This is an optimization exercise on Yosys and OpenROAD, whose aim is small area, not a production implementation.
The RTL was checked by simulation tests, not by an equivalence proof against the original design.
Power is estimated from default activity; no workload was simulated.

File: design.v
`timescale 1ns / 1ps
`timescale 1ns / 1ps
module axi4_slave #(
    parameter ADDR_WIDTH = 4,
    parameter DATA_WIDTH = 32
)(
    input  logic     ACLK,
    input  logic     ARESET_N,
    input  logic [ADDR_WIDTH-1:0]  AWADDR,
    input  logic                   AWVALID,
    output logic                   AWREADY,
    input  logic [DATA_WIDTH-1:0]       WDATA,
    input  logic [(DATA_WIDTH/8)-1:0]   WSTRB,  
    input  logic                        WVALID,
    output logic                        WREADY,
    output logic [1:0]      BRESP,
    output logic            BVALID,
    input  logic            BREADY,
    input  logic [ADDR_WIDTH-1:0]   ARADDR,
    input  logic                    ARVALID,
    output logic                    ARREADY,
    output logic [DATA_WIDTH-1:0]  RDATA,
    output logic [1:0]             RRESP,
    output logic                   RVALID,
    input  logic                   RREADY,
    output logic                     write_en,
    output logic [ADDR_WIDTH-1:0]    write_addr,
    output logic [DATA_WIDTH-1:0]    write_data,
    input  logic [DATA_WIDTH-1:0]    read_data
);
logic aw_handshake;   
logic w_handshake;    
logic b_handshake;    
logic ar_handshake;    
assign AWREADY = ARESET_N ? 1'b1 : 1'b0;
assign WREADY  = ARESET_N ? 1'b1 : 1'b0;
assign ARREADY = ARESET_N ? 1'b1 : 1'b0;
assign aw_handshake = AWVALID & AWREADY;
assign w_handshake  = WVALID  & WREADY;
assign ar_handshake = ARVALID & ARREADY;
always_ff @(posedge ACLK) begin
    if (!ARESET_N) begin
        write_en   <= 1'b0;
        write_addr <= '0;
        write_data <= '0;
    end else begin
        if (aw_handshake && w_handshake) begin
            write_en   <= 1'b1;
            write_addr <= AWADDR;
            write_data <= WDATA;
        end else begin
            write_en   <= 1'b0;
        end
    end
end
always_ff @(posedge ACLK) begin
    if (!ARESET_N) begin
        BVALID <= 1'b0;
        BRESP  <= 2'b00;   
    end else begin
        if (write_en) begin
            BVALID <= 1'b1;
            BRESP  <= 2'b00;
        end else if (BVALID && BREADY) begin
            BVALID <= 1'b0;
        end
    end
end
always_ff @(posedge ACLK) begin
    if (!ARESET_N) begin
        RVALID <= 1'b0;
        RDATA  <= '0;
        RRESP  <= 2'b00;
    end else begin
        if (ar_handshake) begin
            RDATA  <= read_data;
            RRESP  <= 2'b00;
            RVALID <= 1'b1;
        end else if (RVALID && RREADY) begin
            RVALID <= 1'b0;
        end
    end
end
endmodule
 `timescale 1ns / 1ps
module regfile
#(parameter ADDR_WIDTH = 4,
 parameter DATA_WIDTH = 32)
(
input logic clk,
input logic rst_n,
input logic write_en,
input logic [ADDR_WIDTH-1:0] write_addr,
input logic [DATA_WIDTH-1:0] write_data,
input logic [ADDR_WIDTH-1:0] read_addr,
output logic [DATA_WIDTH-1:0] read_data,
output logic [8-1:0] gpio_out,
input logic [8-1:0] gpio_in,
output logic [31:0] pwm_duty,
output logic [31:0] pwm_period
);
logic [31:0] reg_gpio_out;
logic [31:0] reg_pwm_ctrl;
logic [31:0] reg_pwm_period;
always_ff @(posedge clk) begin
    if (!rst_n) begin
        reg_gpio_out  <= 32'h0000_0000;
        reg_pwm_ctrl  <= 32'h0000_0000;
        reg_pwm_period <= 32'd1000;
    end else begin
        if (write_en) begin
            case (write_addr)
                4'h0:   reg_gpio_out   <= write_data;
                4'h8:   reg_pwm_ctrl   <= write_data;
                4'hC: reg_pwm_period <= write_data;
                default:   ;
            endcase
        end
    end
end
always_comb begin
    case (read_addr)
        4'h0:   read_data = reg_gpio_out;
        4'h4:    read_data = {24'h0, gpio_in};
        4'h8:   read_data = reg_pwm_ctrl;
        4'hC: read_data = reg_pwm_period;
        default:           read_data = 32'hDEAD_BEEF;
    endcase
end
assign gpio_out   = reg_gpio_out[8-1:0];
assign pwm_duty   = reg_pwm_ctrl;
assign pwm_period = reg_pwm_period;
endmodule
 `timescale 1ns / 1ps
module gpio
(
input logic [8-1:0] gpio_out_reg,
output logic [8-1:0] gpio_out,
input logic [8-1:0] gpio_in,
output logic [8-1:0] gpio_in_sampled
);
assign gpio_out = gpio_out_reg;
assign gpio_in_sampled = gpio_in;
endmodule
module pwm
(
input logic clk,
input logic rst_n,
input logic [31:0] duty_cycle,
input logic [31:0] period,
output logic pwm_out
);
logic [31:0] counter; 
always_ff@(posedge clk)begin
if(!rst_n)begin
counter <= 0;
end else begin
if(counter >= period)
counter <= 0;
else 
counter <= counter + 1;
end
end
assign pwm_out = (counter < duty_cycle);
endmodule
 `timescale 1ns / 1ps
module axi_gpio_pwm #(
    parameter ADDR_WIDTH = 4,
    parameter DATA_WIDTH = 32
)(
    input  logic                         ACLK,
    input  logic                         ARESET_N,
    input  logic [ADDR_WIDTH-1:0]        AWADDR,
    input  logic                         AWVALID,
    output logic                         AWREADY,
    input  logic [DATA_WIDTH-1:0]        WDATA,
    input  logic [(DATA_WIDTH/8)-1:0]    WSTRB,
    input  logic                         WVALID,
    output logic                         WREADY,
    output logic [1:0]                   BRESP,
    output logic                         BVALID,
    input  logic                         BREADY,
    input  logic [ADDR_WIDTH-1:0]        ARADDR,
    input  logic                         ARVALID,
    output logic                         ARREADY,
    output logic [DATA_WIDTH-1:0]        RDATA,
    output logic [1:0]                   RRESP,
    output logic                         RVALID,
    input  logic                         RREADY,
    input  logic [8-1:0]       gpio_in,
    output logic [8-1:0]       gpio_out,
    output logic                         pwm_out
);
logic write_en;
logic [ADDR_WIDTH-1:0] write_addr;
logic [DATA_WIDTH-1:0] write_data;
logic [DATA_WIDTH-1:0] read_data;
logic [8-1:0] gpio_out_reg;
logic [8-1:0] gpio_in_sampled;
logic [31:0] pwm_duty;
logic [31:0] pwm_period;
axi4_slave #(
    .ADDR_WIDTH(ADDR_WIDTH),
    .DATA_WIDTH(DATA_WIDTH)
) A1 (
    .ACLK       (ACLK),
    .ARESET_N    (ARESET_N),
    .AWADDR     (AWADDR),
    .AWVALID    (AWVALID),
    .AWREADY    (AWREADY),
    .WDATA      (WDATA),
    .WSTRB      (WSTRB),
    .WVALID     (WVALID),
    .WREADY     (WREADY),
    .BRESP      (BRESP),
    .BVALID     (BVALID),
    .BREADY     (BREADY),
    .ARADDR     (ARADDR),
    .ARVALID    (ARVALID),
    .ARREADY    (ARREADY),
    .RDATA      (RDATA),
    .RRESP      (RRESP),
    .RVALID     (RVALID),
    .RREADY     (RREADY),
    .write_en   (write_en),
    .write_addr (write_addr),
    .write_data (write_data),
    .read_data  (read_data)
);
regfile REGFILE (
    .clk         (ACLK),
    .rst_n        (ARESET_N),
    .write_en    (write_en),
    .write_addr  (write_addr),
    .write_data  (write_data),
    .read_addr   (ARADDR),
    .read_data   (read_data),
    .gpio_out    (gpio_out_reg),
    .gpio_in     (gpio_in),
    .pwm_duty    (pwm_duty),
    .pwm_period  (pwm_period)
);
gpio GPIO (
    .gpio_out_reg   (gpio_out_reg),
    .gpio_out       (gpio_out),
    .gpio_in        (gpio_in),
    .gpio_in_sampled(gpio_in_sampled)
);
pwm PWM (
    .clk        (ACLK),
    .rst_n       (ARESET_N),
    .duty_cycle   (pwm_duty),
    .period     (pwm_period),
    .pwm_out    (pwm_out)
);
endmodule
File: run.sh
#!/bin/bash
# synth_recipe.tcl (not shown) runs the flow's synth.tcl, then flattens the netlist and writes it again
# the make line also repeats each setting of config.mk as NAME=value (left out here)
make -C /OpenROAD-flow-scripts/flow DESIGN_CONFIG=/design/flow/config.mk WORK_HOME=/design/flow/orfs CLKGATE_MAP_FILE= SYNTH_SCRIPT=/design/flow/synth_recipe.tcl finish
File: config.mk
export PLATFORM = sky130hd
export DESIGN_NAME = axi_gpio_pwm
export DESIGN_NICKNAME = axi_gpio_pwm
export VERILOG_FILES = /design/flow/design.v
export SDC_FILE = /design/flow/constraint.sdc
export NUM_CORES = 4
export LEC_CHECK = 0
export CAP_MARGIN = 20
export CORE_MARGIN = 2
export CORE_UTILIZATION = 40
export SLEW_MARGIN = 20
File: constraint.sdc
create_clock -name core_clock -period 5.0 [get_ports {ACLK}]
set_input_delay 1.0000 -clock core_clock [delete_from_list [all_inputs] [get_ports {ACLK}]]
set_output_delay 1.0000 -clock core_clock [all_outputs]
set_load 0.01 [all_outputs]
==> impl_metrics.yaml <==
timing:
  timing.fmax_mhz: 255
  clock_skew_ps: 9.85
  worst-slew-pin-transition_ps: 1070
  timing.final.setup_violations: 0
  setup_repair_after_global_routing_missed_its_margin: "no"
  hold_viol: 0
  setup-tns-final_ps: 0
  worst_slew_margin_rel_pct: 28.5
  timing.final.max_slew_violations: 0
  layout_setup_ws_ps: 1070
  final.period_utilization_pct: 78.5
  period_minus_slack_ps: 3930
cells_and_area:
  layout.cells.most_common_list: "sky130_fd_sc_hd__nand2_1 (279), sky130_fd_sc_hd__dfxtp_1 (199), sky130_fd_sc_hd__clkdlybuf4s50_1 (99), sky130_fd_sc_hd__a21boi_0 (90), sky130_fd_sc_hd__inv_1 (81)"
  final.fill_count: 2408
  antenna-diode-count: 0
  post_route_cells_drive_above_1_share_pct: 5.25
  syn_to_final_growth_pct: 17.9
  final_nets: 1348
  layout.cells.most_common: "sky130_fd_sc_hd__nand2_1"
drt:
  post_drt_wl_per_cell_um: 16.8
  drt_first_iter_violations: 522
  avgViaCountPerCell: 5.19
  postRouteWirelength_mm: 26.1
  detail_route.drc_violations: 0
  drt.antenna.violating_nets: 0
  via_count: 8086
  dr.pass1.iters: 5
critical_path:
  timing.critical_path.fanout_max: 4
  critical_path_required_ps: 4000
  worst_ep_arrival_time_ps: 2930
  worst-setup-path-type: "flip-flop to primary output"
  worstSetupStartpointType: "flip-flop"
  crit_path_end_kind: "primary output"
logic_synthesis:
  synth.yosys.seq_area_share_pct: 41.5
  ys_ff_latch: 199
  syn-mean-instance-area_sq_um: 8.17
  synth_async_sr_flop_share_pct: 0
  synth_area_leaders: "sky130_fd_sc_hd__dfxtp_1 (41%), sky130_fd_sc_hd__nand2_1 (11%), sky130_fd_sc_hd__ha_1 (8.3%)"
  synthDistinctLibCells: 54
  cells_after_synthesis: 1175
  synthFlopType: "sky130_fd_sc_hd__dfxtp_1"
  synthDominantCellAreaShare_pct: 41.5
  synth.largest_area_cell: "sky130_fd_sc_hd__dfxtp_1"
  synth_enable_flop_cells: 0
  synth_area_sq_um: 9610
  ys.warnings.count: 3
clock_tree:
  cts_root_buf: "sky130_fd_sc_hd__clkbuf_16"
  clkSlewWorstSetupHoldPaths_ps: 80
  ctsResizeCount: 0
  number_of_setup_buffers_added_after_cts: 0
  ctsHoldBuffers: 0
  cts_buffers: 17
  htreeDepth: 4
  cts_max_path_buffers: 2
  tritoncts: "done"
  num_clock_sinks: 199
  clk_latency_ps: 430
pwr:
  switching_share_pct: 26.0
  seqPwrFrac_pct: 51.2
  power_frac_clock_pct: 42.0
  report.power.total_w: 0.00324
  comb_power_share_pct: 6.8
  power.density_nw_per_um2: 287
  internal_power_w: 0.00240
  cellLeakagePower_nw: 4.00
  vdd_ir_drop_max_uv: 215
  total_switching_power_w: 0.000844
floorplan:
  fp.coreArea_sq_um: 23500
  floorplan.initialDensity_pct: 40.8
  fp-row-count: 56
  die_y_extent_um: 159
  fp.dieArea_sq_um: 25300
  top_level_ports: 109
  die_width_um: 159
place:
  dp_worst_setup_slack_ps: 1530
  port_buffers: 100
  detailedPlacementHpwl_mm: 17.5
  gp_congestion: 0.824
status:
  status: "finished clean"
worst_hold_path:
  classification_of_the_worst_slack_hold_path: "flip-flop to flip-flop"
job:
  number_of_max_capacitance_violations_reported: 0
global_routing:
  grt_start_max_net_pins: 75
  globalRouteOverflowTotal: 0
  track_usage_pct: 20.6
  grt_pass1_wl_mm: 42.2
  grt_pass1_vias: 7711
  grt_antenna_before_repair: 0
## final cells by class
| type | instances | area [sq um] | area share [%] |
|---|---|---|---|
| clock buffer | 17 | 425 | 3.76 |
| clock inverter | 15 | 151 | 1.34 |
| inverter | 81 | 304 | 2.69 |
| multi-input combinational | 813 | 4960 | 43.8 |
| sequential | 199 | 3980 | 35.2 |
| tap | 319 | 399 | 3.53 |
| timing repair buffer | 113 | 1100 | 9.68 |
## power by group through the flow
stage          clock (W)  sequential [W]  combinational, W
3_3_place_gp           0         0.00170          0.000219
2_1_floorplan          0         0.00169          0.000102
4_1_cts          0.00139         0.00166          0.000221
3_5_place_dp           0         0.00170          0.000221
5_1_grt          0.00144         0.00166          0.000242
6_report         0.00136         0.00166          0.000221
## metal layers
| metal | track usage, % | part of all wire, % | up-vias |
|---|---|---|---|
| li1 | - | - | 4088 |
| met1 | 32.0 | 53 | 3792 |
| met2 | 30.4 | 42 | 185 |
| met3 | 2.24 | 3.9 | 21 |
| met4 | 5.12 | 1.1 | 0 |
| met5 | 0 | 0 | - |
## final timing paths
kind                         start          endpoint  slack (ps)  cells after the start
setup / recovery   PWM.counter[21]           pwm_out        1070                      7
hold / removal    A1.write_addr[1]  A1.write_addr[1]         460                      2
setup reg to reg   PWM.counter[11]   PWM.counter[25]        2290                      6
hold reg to reg   A1.write_addr[1]  A1.write_addr[1]         460                      2
## worst max-delay path, cell delays in order (launching register included)
cell                              delay, ps
sky130_fd_sc_hd__dfxtp_1                470
sky130_fd_sc_hd__ha_1                   290
sky130_fd_sc_hd__a21o_1                 180
sky130_fd_sc_hd__a21o_1                 180
sky130_fd_sc_hd__a221oi_1               340
sky130_fd_sc_hd__o221ai_1               190
sky130_fd_sc_hd__a21oi_1                260
sky130_fd_sc_hd__clkdlybuf4s50_1        590
## cell families (layout without fill, tap and decap cells)
kind of cell	count (synthesis)	in the layout	share of synthesized area, %
xor+xnor	30	30	2.74
other cells	1	4	0.0390
buf+inv	166	226	7.46
flops	199	199	41.5
compound gates	310	310	21.0
fa+ha+maj	64	64	8.34
simple gates	405	405	19.0
## through the flow
step	cell area [sq um]	cells	hold WS (ps)	utilization, %
2_1_floorplan	9620	1178	436	-
3_3_place_gp	10700	1525	450	45.6
3_5_place_dp	10700	1525	454	45.6
4_1_cts	11300	1557	466	48.1
5_1_grt	11300	1557	481	48.1
6_report	11300	1557	462	48.1
## sequential cells by signal, indices dropped and copies added (netlist names)
register,count
REGFILE.reg_pwm_period,32
REGFILE.reg_pwm_ctrl,32
A1.write_en,1
A1.RDATA,32
A1.write_data,32
REGFILE.reg_gpio_out,32
PWM.counter,32
A1.write_addr,4
A1.BVALID,1
A1.RVALID,1
## cells in the mapped netlist, drive strengths merged (7+ instances only)
master and n:
dfxtp 199, nand2 279, clkbuf 56, a22o 8
nor4 7, a21boi 90, inv 81, nor3 40
o21ai 68, a22oi 23, nand3 12, and3 8
nor2 12, a21o 13, nand4 16, o22ai 8
xnor2 26, and2 10, ha 64, buf 29
o211ai 7, a21oi 68

==> re-timing with driven ports <==
In the flow no input, the clock included, has a driving cell. The finished layout below was timed again as built, in two steps.
Step 1 (the two cells are an assumption about what drives the block):
set clk [get_ports {ACLK}]
set_driving_cell -lib_cell sky130_fd_sc_hd__clkbuf_16 $clk
set_driving_cell -lib_cell sky130_fd_sc_hd__buf_2 [delete_from_list [all_inputs] $clk]
Step 2 adds t to the input delays and takes it off the output delays; t is the mean of the earliest and latest rising clock arrival at the registers after step 1. Input paths then give back, and output paths get back, about the clock's delay inside the block.
Slacks: ideal / step 1 / step 2; pairs: ideal / step 1.
shift t [ns]: 0.475
slack for setup (ns): 1.074 / 1.028 / 1.503
worst setup path at the end: register to output
clock arrival spread, ns: 0.012 / 0.012
worst slew at a driven data input, ns: 0.05
After both steps setup and hold are still met in this run. The setup slack of this run moves by -0.046 ns with the drivers and by +0.429 ns with both steps.
